Context: an optimization exercise on an open-source flow, tuned for a short achievable clock period and few clock cycles. The choices shown serve that exercise and are no tape-out recipe.
The RTL of this run was laid out without a check of its function.
Power figures rest on the tool's default switching activity, not on a simulated workload.

## run.sh

```bash
#!/bin/bash
# synth_recipe.tcl (not shown) runs the flow's synth.tcl, then flattens the netlist and writes it again
# the make line also repeats each setting of config.mk as NAME=value (left out here)
make -C /OpenROAD-flow-scripts/flow DESIGN_CONFIG=/design/flow/config.mk WORK_HOME=/design/flow/orfs CLKGATE_MAP_FILE= SYNTH_SCRIPT=/design/flow/synth_recipe.tcl finish
```

## config.mk

```make
export PLATFORM = sky130hd
export DESIGN_NAME = processor
export DESIGN_NICKNAME = processor
export VERILOG_FILES = /design/flow/design.v
export SDC_FILE = /design/flow/constraint.sdc
export NUM_CORES = 4
export LEC_CHECK = 0
export CAP_MARGIN = 20
export CORE_MARGIN = 2
export CORE_UTILIZATION = 40
export SLEW_MARGIN = 20
```

## constraint.sdc

```tcl
create_clock -name core_clock -period 5.5 [get_ports {clk}]
set_input_delay 1.1000 -clock core_clock [delete_from_list [all_inputs] [get_ports {clk}]]
set_output_delay 1.1000 -clock core_clock [all_outputs]
set_load 0.01 [all_outputs]
```

## design.v

```verilog
`timescale 1ns / 1ps
module ALU(
    input [15:0] A,
    input [15:0] B,
    input [2:0] AL_S,
    input C_in,            
    output reg [15:0] R,
    output reg C,          
    output reg Z           
);
    always @(*) begin
        case (AL_S)
            3'b000: begin   
                {C, R} = A + B;
            end
            3'b001: begin   
                {C, R} = A - B;
            end
            3'b010: begin   
                {C, R} = A + 16'h0001;
            end
            3'b011: begin   
                {C, R} = A - 16'h0001;
            end
            3'b100: begin   
                {C, R} = {A[15], A[14:0], 1'b0};
            end
            3'b101: begin   
                C = A[0];           
                R = {C_in, A[15:1]};  
            end
            default: begin
                R = 16'h0000;
                C = 1'b0;
            end
        endcase
        Z = (R == 16'h0000) ? 1'b1 : 1'b0;
    end
endmodule
`timescale 1ns / 1ps
module ID(
    input [15:0] instruction,
    output [4:0] opcode,
    output [2:0] rd,
    output [2:0] rs1, 
    output [2:0] rs2,
    output [4:0] address,
    output is_arithmetic,
    output is_immediate,
    output is_load,
    output is_store,
    output is_jump_unconditional,
    output is_jump_conditional
    );
    assign opcode = instruction[15:11];
    assign rd = instruction[10:8];   
    assign rs1 = instruction[4:2];   
    assign rs2 = instruction[7:5];   
    assign address = instruction[4:0];
    assign is_arithmetic = (instruction[15:13] == 3'b010);
    assign is_immediate = (instruction[15:13] == 3'b011);
    assign is_load = (instruction[15:13] == 3'b000);
    assign is_store = (instruction[15:13] == 3'b001);
    assign is_jump_unconditional = (instruction[15:13] == 3'b100);
    assign is_jump_conditional = (instruction[15:13] == 3'b101);
endmodule
`timescale 1ns / 1ps
module IR(
    input clk,
    input reset,
    input [15:0] data_in,
    input IR_L,
    output reg [15:0] data_out
    );
    always @(posedge clk) begin
        if (reset)
            data_out <= 16'h0000;
        else if (IR_L)
            data_out <= data_in;
   end
endmodule
`timescale 1ns / 1ps
module PC(
    input clk,
    input reset,
    input [4:0] data_in,
    input PC_L,
    input PC_I,
    output reg [4:0] A
    );
    always @(posedge clk) begin
        if (reset)
            A <= 5'b00000; 
        else if (PC_L) 
            A <= data_in;
        else if (PC_I) 
            A <= A + 1;
    end 
endmodule
`timescale 1ns / 1ps
module TR1(
    input clk,
    input reset,
    input [15:0] data_in,
    input TR1_L,
    output reg [15:0] data_out
    );
    always @(posedge clk) begin
        if (reset)
            data_out <= 16'h0000;
        else if (TR1_L)
            data_out <= data_in;
   end
endmodule
`timescale 1ns / 1ps
module TR2(
    input clk,
    input reset,
    input [15:0] data_in,
    input TR2_L,
    output reg [15:0] data_out
    );
    always @(posedge clk) begin
        if (reset)
            data_out <= 16'h0000;
        else if (TR2_L)
            data_out <= data_in;
   end
endmodule
`timescale 1ns / 1ps
module address_mux(
    input [4:0] pc_addr,         
    input [4:0] instr_addr,      
    input mem_addr_sel,          
    output [4:0] mem_addr        
);
    assign mem_addr = (mem_addr_sel) ? instr_addr : pc_addr;
endmodule
`timescale 1ns / 1ps
module data_bus_mux(
    input [15:0] alu_data,       
    input [15:0] memory_data,    
    input [15:0] rf_data,        
    input [1:0] data_bus_sel,    
    output [15:0] data_bus       
);
    assign data_bus = (data_bus_sel == 2'b00) ? alu_data :
                      (data_bus_sel == 2'b01) ? memory_data :
                      (data_bus_sel == 2'b10) ? rf_data :
                      16'h0000;  
endmodule
`timescale 1ns / 1ps
module flag_register(
    input clk,
    input reset,
    input flag_load,         
    input carry_in,          
    input zero_in,           
    output reg carry_flag,   
    output reg zero_flag     
);
    always @(posedge clk) begin
        if (reset) begin
            carry_flag <= 1'b0;
            zero_flag <= 1'b0;
        end
        else if (flag_load) begin
            carry_flag <= carry_in;
            zero_flag <= zero_in;
        end
    end
endmodule
`timescale 1ns / 1ps
module register_file(
    input clk,
    input reset,
    input [2:0] rf_addr,
    input R_L,          
    input R_E,          
    input [15:0] data_in,
    output [15:0] data_out,
    output [15:0] result
);
    reg [15:0] RA, RB, RC, RD, RE, RF, RG, RH;
    assign result = RD;
    always @(posedge clk) begin
        if (reset) begin
            RA <= 16'h0000;
            RB <= 16'h0000;
            RC <= 16'h0000;
            RD <= 16'h0000;
            RE <= 16'h0000;
            RF <= 16'h0000;
            RG <= 16'h0000;
            RH <= 16'h0000;
        end else if (R_L) begin  
            case (rf_addr)
                3'b000: RA <= data_in;
                3'b001: RB <= data_in;
                3'b010: RC <= data_in;
                3'b011: RD <= data_in;
                3'b100: RE <= data_in;
                3'b101: RF <= data_in;
                3'b110: RG <= data_in;
                3'b111: RH <= data_in;
            endcase
        end
    end
    assign data_out = (R_E) ? (
        (rf_addr == 3'b000) ? RA :
        (rf_addr == 3'b001) ? RB :
        (rf_addr == 3'b010) ? RC :
        (rf_addr == 3'b011) ? RD :
        (rf_addr == 3'b100) ? RE :
        (rf_addr == 3'b101) ? RF :
        (rf_addr == 3'b110) ? RG :
        (rf_addr == 3'b111) ? RH :
        16'h0000  
    ) : 16'h0000;  
endmodule
`timescale 1ns / 1ps
module controller(
    input clk,
    input reset,
    input [4:0] opcode,
    input [2:0] rd,
    input [2:0] rs1,
    input [2:0] rs2,
    input is_arithmetic,
    input is_immediate,
    input is_load,
    input is_store,
    input is_jump_unconditional,
    input is_jump_conditional,
    input zero_flag,
    input carry_flag,
    output reg mem_write,
    output reg mem_addr_sel,     
    output reg PC_L,     
    output reg PC_I,     
    output reg IR_L,     
    output reg [2:0] rf_addr,    
    output reg R_L,              
    output reg R_E,              
    output reg [2:0] AL_S,
    output reg TR1_L,
    output reg TR2_L,
    output reg flag_load,
    output reg [1:0] data_bus_sel    
);
    localparam FETCH        = 4'b0000,
               DECODE       = 4'b0001,
               ARITH_READ1  = 4'b0010,   
               ARITH_READ2  = 4'b0011,   
               ARITH_EXEC   = 4'b0100,   
               IMM_READ     = 4'b0101,   
               IMM_EXEC     = 4'b0110,   
               LOAD_WRITE   = 4'b0111,   
               STORE_EXEC   = 4'b1000,   
               JUMP_EXEC    = 4'b1001;   
    reg [3:0] state, next_state;
    always @(posedge clk) begin
        if (reset)
            state <= FETCH;
        else
            state <= next_state;
    end
    always @(*) begin
        case (state)
            FETCH: 
                next_state = DECODE;
            DECODE: begin
                if (is_arithmetic)
                    next_state = ARITH_READ1;
                else if (is_immediate)
                    next_state = IMM_READ;
                else if (is_load)
                    next_state = LOAD_WRITE;
                else if (is_store)
                    next_state = STORE_EXEC;
                else if (is_jump_unconditional || is_jump_conditional)
                    next_state = JUMP_EXEC;
                else
                    next_state = FETCH;  
            end
            ARITH_READ1:
                next_state = ARITH_READ2;
            ARITH_READ2:
                next_state = ARITH_EXEC;
            ARITH_EXEC:
                next_state = FETCH;
            IMM_READ:
                next_state = IMM_EXEC;
            IMM_EXEC:
                next_state = FETCH;
            LOAD_WRITE:
                next_state = FETCH;
            STORE_EXEC:
                next_state = FETCH;
            JUMP_EXEC:
                next_state = FETCH;
            default:
                next_state = FETCH;
        endcase
    end
    always @(*) begin
        mem_write = 0;
        mem_addr_sel = 0;     
        PC_L = 0;
        PC_I = 0;
        IR_L = 0;
        rf_addr = 3'b000;
        R_L = 0;
        R_E = 0;
        AL_S = 3'b000;
        TR1_L = 0;
        TR2_L = 0;
        flag_load = 0;
        data_bus_sel = 2'b00;  
        case (state)
            FETCH: begin
                mem_addr_sel = 0;       
                IR_L = 1;               
                PC_I = 1;               
                data_bus_sel = 2'b01;   
            end
            DECODE: begin
            end
            ARITH_READ1: begin  
                rf_addr = rs1;
                R_E = 1;
                TR1_L = 1;
                data_bus_sel = 2'b10;   
            end
            ARITH_READ2: begin  
                rf_addr = rs2;
                R_E = 1;
                TR2_L = 1;
                data_bus_sel = 2'b10;   
            end
            ARITH_EXEC: begin  
                if (opcode == 5'b01000)       
                    AL_S = 3'b000;
                else if (opcode == 5'b01001)  
                    AL_S = 3'b001;
                rf_addr = rd;
                R_L = 1;                
                flag_load = 1;          
                data_bus_sel = 2'b00;   
            end
            IMM_READ: begin  
                rf_addr = rd;
                R_E = 1;
                TR1_L = 1;
                data_bus_sel = 2'b10;   
            end
            IMM_EXEC: begin  
                case (opcode)
                    5'b01100: AL_S = 3'b010;  
                    5'b01101: AL_S = 3'b011;  
                    5'b01110: AL_S = 3'b100;  
                    5'b01111: AL_S = 3'b101;  
                    default:  AL_S = 3'b010;  
                endcase
                rf_addr = rd;
                R_L = 1;                
                flag_load = 1;          
                data_bus_sel = 2'b00;   
            end
            LOAD_WRITE: begin  
                mem_addr_sel = 1;       
                rf_addr = rd;
                R_L = 1;                
                data_bus_sel = 2'b01;   
            end
            STORE_EXEC: begin  
                mem_write = 1;           
                mem_addr_sel = 1;       
                rf_addr = rs2;          
                R_E = 1;                
                data_bus_sel = 2'b10;   
            end
            JUMP_EXEC: begin  
                if (is_jump_unconditional) begin
                    PC_L = 1;
                end
                else if (is_jump_conditional) begin
                    case (opcode)
                        5'b10101: begin  
                            if (zero_flag) begin
                                PC_L = 1;
                            end
                        end
                        5'b10110: begin  
                            if (~zero_flag) begin
                                PC_L = 1;
                            end
                        end
                        5'b10111: begin  
                            if (carry_flag) begin
                                PC_L = 1;
                            end
                        end
                        5'b10100: begin  
                            if (~carry_flag) begin
                                PC_L = 1;
                            end
                        end
                        default: begin
                            PC_L = 1'b0;
                        end
                    endcase
                end
            end
            default: begin
            end
        endcase
    end
endmodule
`timescale 1ns / 1ps
module processor(
    input clk,
    input reset,
    output [4:0] mem_addr,
    output [15:0] mem_wdata,
    output mem_we,
    input [15:0] mem_rdata,
    output [15:0] result
);
    wire [4:0] pc_addr;
    wire PC_L, PC_I;
    wire [15:0] mem_data_out;
    wire mem_write, mem_addr_sel;
    wire [15:0] instruction;
    wire [4:0] opcode;
    wire [2:0] rd, rs1, rs2;
    wire [4:0] address;
    wire is_arithmetic, is_immediate, is_load, is_store, is_jump_unconditional, is_jump_conditional;
    wire IR_L;
    wire [2:0] rf_addr;
    wire [15:0] rf_data_out;
    wire R_L, R_E;
    wire [15:0] alu_result;
    wire [2:0] AL_S;
    wire alu_carry, alu_zero;
    wire [15:0] tr1_out, tr2_out;
    wire TR1_L, TR2_L;
    wire zero_flag, carry_flag;
    wire flag_load;
    wire [15:0] data_bus;
    wire [1:0] data_bus_sel;
    PC pc_inst (
        .clk(clk),
        .reset(reset),
        .data_in(address),       
        .PC_L(PC_L),
        .PC_I(PC_I),
        .A(pc_addr)
    );
    address_mux addr_mux (
        .pc_addr(pc_addr),
        .instr_addr(address),
        .mem_addr_sel(mem_addr_sel),
        .mem_addr(mem_addr)
    );
    assign mem_we = mem_write;
    assign mem_wdata = data_bus;
    assign mem_data_out = mem_rdata;
    IR ir_inst (
        .clk(clk),
        .reset(reset),
        .data_in(data_bus),         
        .IR_L(IR_L),
        .data_out(instruction)
    );
    ID id_inst (
        .instruction(instruction),
        .opcode(opcode),
        .rd(rd),
        .rs1(rs1),
        .rs2(rs2),
        .address(address),
        .is_arithmetic(is_arithmetic),
        .is_immediate(is_immediate),
        .is_load(is_load),
        .is_store(is_store),
        .is_jump_unconditional(is_jump_unconditional),
        .is_jump_conditional(is_jump_conditional)
    );
    register_file rf_inst (
        .clk(clk),
        .reset(reset),
        .rf_addr(rf_addr),
        .R_L(R_L),
        .R_E(R_E),
        .data_in(data_bus),        
        .data_out(rf_data_out),
        .result(result)
    );
    TR1 tr1_inst (
        .clk(clk),
        .reset(reset),
        .data_in(data_bus),         
        .TR1_L(TR1_L),
        .data_out(tr1_out)
    );
    TR2 tr2_inst (
        .clk(clk),
        .reset(reset),
        .data_in(data_bus),         
        .TR2_L(TR2_L),
        .data_out(tr2_out)
    );
    ALU alu_inst (
        .A(tr1_out),    
        .B(tr2_out),             
        .AL_S(AL_S),
        .C_in(carry_flag),    
        .R(alu_result),
        .C(alu_carry),        
        .Z(alu_zero)             
    );
    flag_register flag_inst (
        .clk(clk),
        .reset(reset),
        .flag_load(flag_load),
        .carry_in(alu_carry),
        .zero_in(alu_zero),
        .carry_flag(carry_flag),
        .zero_flag(zero_flag)
    );
    data_bus_mux data_mux (
        .alu_data(alu_result),
        .memory_data(mem_data_out),
        .rf_data(rf_data_out),
        .data_bus_sel(data_bus_sel),
        .data_bus(data_bus)
    );
    controller ctrl_inst (
        .clk(clk),
        .reset(reset),
        .opcode(opcode),
        .rd(rd),
        .rs1(rs1),
        .rs2(rs2),
        .is_arithmetic(is_arithmetic),
        .is_immediate(is_immediate),
        .is_load(is_load),
        .is_store(is_store),
        .is_jump_unconditional(is_jump_unconditional),
        .is_jump_conditional(is_jump_conditional),
        .zero_flag(zero_flag),
        .carry_flag(carry_flag),
        .mem_write(mem_write),
        .mem_addr_sel(mem_addr_sel),
        .PC_L(PC_L),
        .PC_I(PC_I),
        .IR_L(IR_L),
        .rf_addr(rf_addr),
        .R_L(R_L),
        .R_E(R_E),
        .AL_S(AL_S),
        .TR1_L(TR1_L),
        .TR2_L(TR2_L),
        .flag_load(flag_load),
        .data_bus_sel(data_bus_sel)
    );
endmodule
```

==> run notes <==
==> how the worst max path moves through the flow <==
stage | from | to | slack (ns) | cells after the start
after floorplan | tr1_inst.data_out[1]$_SDFFE_PP0P_ | mem_wdata[10] | 1.46 | 11
after global routing | ctrl_inst.state[1]$_SDFF_PP0_ | mem_wdata[5] | 0.01 | 12
after CTS | tr1_inst.data_out[2]$_SDFFE_PP0P_ | mem_wdata[15] | 0.03 | 11
after global placement | ctrl_inst.state[0]$_SDFF_PP0_ | mem_wdata[6] | 0.32 | 10
final | tr1_inst.data_out[1]$_SDFFE_PP0P_ | mem_wdata[10] | 0.20 | 12
after detailed placement | ctrl_inst.state[0]$_SDFF_PP0_ | mem_wdata[6] | 0.28 | 10
==> through the flow <==
stage                     instances  hold slack (ns)
after floorplan                1529           0.4329
after global placement         1902           0.4425
after detailed placement       1902           0.4469
after CTS                      1934           0.4574
after global routing           1937           0.4738
final                          1937           0.4568
==> metal layers <==
metal | GRT usage [%] | vias up | wire length [um]
met4 | 7.733 | 0 | 867
met5 | 0 | - | 0
met1 | 34.99 | 5415 | 17880
met3 | 4.683 | 58 | 2652
met2 | 42.40 | 422 | 18430
li1 | - | 5458 | -
==> state kept, by name, summed over array words and instances, names as in the netlist <==
name,flops
rf_inst.RG,16
tr2_inst.data_out,16
pc_inst.A,5
flag_inst.carry_flag,1
ir_inst.data_out,16
rf_inst.RC,16
tr1_inst.data_out,16
ctrl_inst.state,4
rf_inst.RH,16
rf_inst.RE,16
rf_inst.RB,16
rf_inst.RF,16
rf_inst.RA,16
flag_inst.zero_flag,1
rf_inst.RD,16
==> cell usage after synthesis (all sizes together), types with 8 or more instances <==
cell and number:
a2111oi 10, a211oi 52, a21o 10, a21oi 126
a221oi 13, a31o 8, a31oi 8, and3 10
buf 37, clkbuf 92, dfxtp 187, ha 35
inv 44, mux2 11, mux2i 38, nand2 230
nand2b 21, nand3 37, nand3b 26, nor2 211
nor3 52, nor3b 9, nor4 13, o21a 8
o21ai 69, o22ai 17, or3 15, xnor2 11
==> timing repair <==
item / CTS / global route
pin swaps: 0 / 1
setup buffers: 0 / 3
endpoints found under the hold margin: 0 / 0
gates resized for setup: 2 / 12
setup endpoints to repair: 1 / 9
==> cell usage in the layout, fill, tap and decap left out, types with 6 or more instances in the layout <==
cell type / synthesis / layout
buf_4: 4 / 72
o221ai_1: 7 / 7
xnor2_1: 11 / 11
mux2i_1: 38 / 38
o211ai_1: 6 / 6
nor2_1: 211 / 210
nand3b_1: 26 / 26
nor3_1: 52 / 44
ha_1: 35 / 35
a21oi_1: 121 / 118
nand2b_1: 21 / 21
nor2b_1: 7 / 7
and3_1: 10 / 10
clkbuf_16: 0 / 17
mux2_2: 11 / 11
nor3_2: 0 / 7
o21bai_1: 6 / 6
o21a_1: 8 / 8
a311oi_1: 7 / 7
o22ai_1: 17 / 17
clkdlybuf4s50_1: 0 / 54
nand3_1: 37 / 37
inv_1: 44 / 44
a22oi_1: 7 / 7
nor3b_1: 9 / 9
a221oi_1: 11 / 11
a21o_1: 10 / 9
nor4_1: 12 / 8
o21ai_0: 63 / 63
or3_1: 15 / 15
a31oi_1: 8 / 8
a31o_2: 8 / 8
dfxtp_1: 187 / 184
a2111oi_0: 6 / 6
nand2_1: 229 / 229
a211oi_1: 52 / 52
nand4_1: 7 / 7
==> where the power goes <==
group	switching, mW	internal, mW
clock network	0.664	0.621
logic	2.37	1.39
registers	0.216	1.50
total	3.25	3.51
==> kinds of logic after synthesis <==
group | after synthesis
AND/OR/NAND/NOR | 664
flip-flops | 187
AO/OA/AOI/OAI | 400
adder cells (fa/ha/maj) | 37
XOR/XNOR | 15
multiplexers | 53
buffers and inverters | 173
==> critical path: stages, from the launching register on <==
cell and delay (ns):
dfxtp_1 0.40, buf_4 0.20, inv_1 0.08, ha_1 0.20, or4b_1 0.52, or3_1 0.43, nor4_2 0.23, o221ai_1 0.17
a222oi_1 0.36, o21ai_0 0.31, o21ai_1 0.32, inv_1 0.06, clkdlybuf4s50_1 0.48
==> final cells by class <==
class	instances	area [um^2]	area share, %
Clock buffer	18	429.2	3.261
Clock inverter	14	172.7	1.312
Inverter	44	165.2	1.255
Multi-Input combinational cell	1169	7082	53.81
Sequential cell	187	3747	28.47
Tap cell	378	473.0	3.593
Timing Repair Buffer	127	1092	8.299
==> out/qor.yml <==
outcome:
  status: "finished clean"
sta:
  max_slew_margin_pct: 30.30
  finalMaxSlewViolations: 0
  tightestPinTransition_ns: 1.043
  clock.fmax_mhz: 188.7
  rsz0062_at_grt: "no"
  tns_ns: 0
  setup_ws_ns: 0.2008
  fin_skew_ns: 0.01270
  timing.final.crit_period_ns: 5.299
  finalCritPeriodShare_pct: 96.35
  setup_viol: 0
  final_hold_viol_count: 0
logic_synthesis:
  synth-compound-area-share_pct: 23.48
  synthXorXnorAreaFrac_pct: 1.150
  synth_cell_types: 91
  yosys.area.top_type: "dfxtp_1"
  synth-simple-area-share_pct: 26.76
  syn_avg_cell_area_um2: 7.469
  synthArstFlopShare_pct: 0
  synth_top_family_by_area: "simple AND/OR/NAND/NOR gates"
  yosys.area.top_type_share_pct: 32.78
  syn_area_um2: 11420
  ys_seq_area_share_pct: 32.78
  synth_ff_type: "dfxtp_1"
  synth_fa_ha_area_share_pct: 4.185
  syn-num-nets: 1584
  synth_area_leaders: "dfxtp_1 (33%), nand2_1 (7.5%), nor2_1 (6.9%), a21oi_1 (5.3%), ha_1 (3.8%)"
  muxShareOfSynthArea_pct: 5.204
  synthCells: 1529
  synth-edff-count: 0
  yosysWarnings: 8
  ys_ff_latch: 187
detailed_routing:
  wl_per_cell_um: 20.56
  drt_iter0_drc: 1095
  antenna_left: 0
  firstDrtPassIters: 5
  via_per_inst: 5.861
  wirelength_um: 39830
  num_vias: 11350
  drcViolationCount: 0
floorplan:
  core_area_um2: 27930
  die_x_um: 173.0
  num_rows: 61
  initial_core_util_pct: 40.88
  fp.dieH_um: 173.0
  die_area_um2: 29920
  ios: 56
setup_path:
  reg2regPathDepth: 12
  timing.rr.end: "tr2_inst.data_out[6]$_SDFFE_PP0P_"
  crit_fanout: 9
  start_kind: "flop"
  r2r-start: "ctrl_inst.state[1]$_SDFF_PP0_"
  critical_path_required_ns: 4.40
  crit_path_end_kind: "output port"
  crit_type: "flop to output port"
  arrival_ns: 4.20
  reg2reg_slack_ns: 1.63
clocking:
  clk_pin_slew_ns: 0.08
  clockBufferDepth: 2
  insertion_delay_ns: 0.44
  cts_tree: "built"
  cts.sinks: 187
  ctsRootBufferMaster: "clkbuf_16"
  htree_levels: 4
  ctsHoldBuffers: 0
  cts_buffers: 17
worst_hold_path:
  hold_class: "flop to flop"
  holdPathEnd: "rf_inst.RE[9]$_SDFFE_PP0P_"
  hp-start: "rf_inst.RE[9]$_SDFFE_PP0P_"
  hold_depth: 2
finish:
  area_delta_synth_final_pct: 15.25
  insertedDiodeCount: 0
  nNetsFinal: 1601
  drive_above_1_share_pct: 11.35
  fill_cells: 2797
  post-route-util_pct: 47.12
  fin_area_um2: 13160
flow_run:
  maxCapViolCount: 0
placement:
  placed_area_um2: 12480
  io_buffers: 55
  dp_slack_ns: 0.2848
  gp_congestion: 0.9466
  dp_hpwl_um: 27680
power_and_ir_drop:
  powerDensity_nw_per_um2: 514.3
  ir_drop_mv: 0.3375
  p_leak_nw: 4.679
  power_mw: 6.769
global_routing:
  grt_max_degree: 86
  grt_pass1_vias: 10710
  grt_usage_pct: 25.99
  grt_pass1_wl_um: 62070
  antenna_found_initial: 0
  overflow: 0

afterwards: timing with drivers on the ports:
The flow's constraints put no driver on any port. The routed layout listed below was extracted and timed again, unchanged, in two steps.
Step 1 sets driving cells, clkbuf_16 on the clock port and buf_2 on the other inputs (assumed; they add their load-dependent delay and slew).
Step 2 times the ports against the registers' clock, not the clock port: input delays grow and output delays shrink by t, the midpoint of the rising clock arrivals with the driver on.
a / b / c = ideal ports / drivers / drivers and shift; a / b = the first two.
shift t [ns]: 0.488
slack for setup (ns): 0.201 / 0.149 / 0.637
hold slack, ns: 0.457 / 0.457 / 0.457
clock arrival spread, ns: 0.012 / 0.012
cell pins on the clock port's net: 1
After both steps this run still meets setup and hold. The setup slack of this run moves by -0.052 ns with the drivers and by +0.436 ns with both steps.
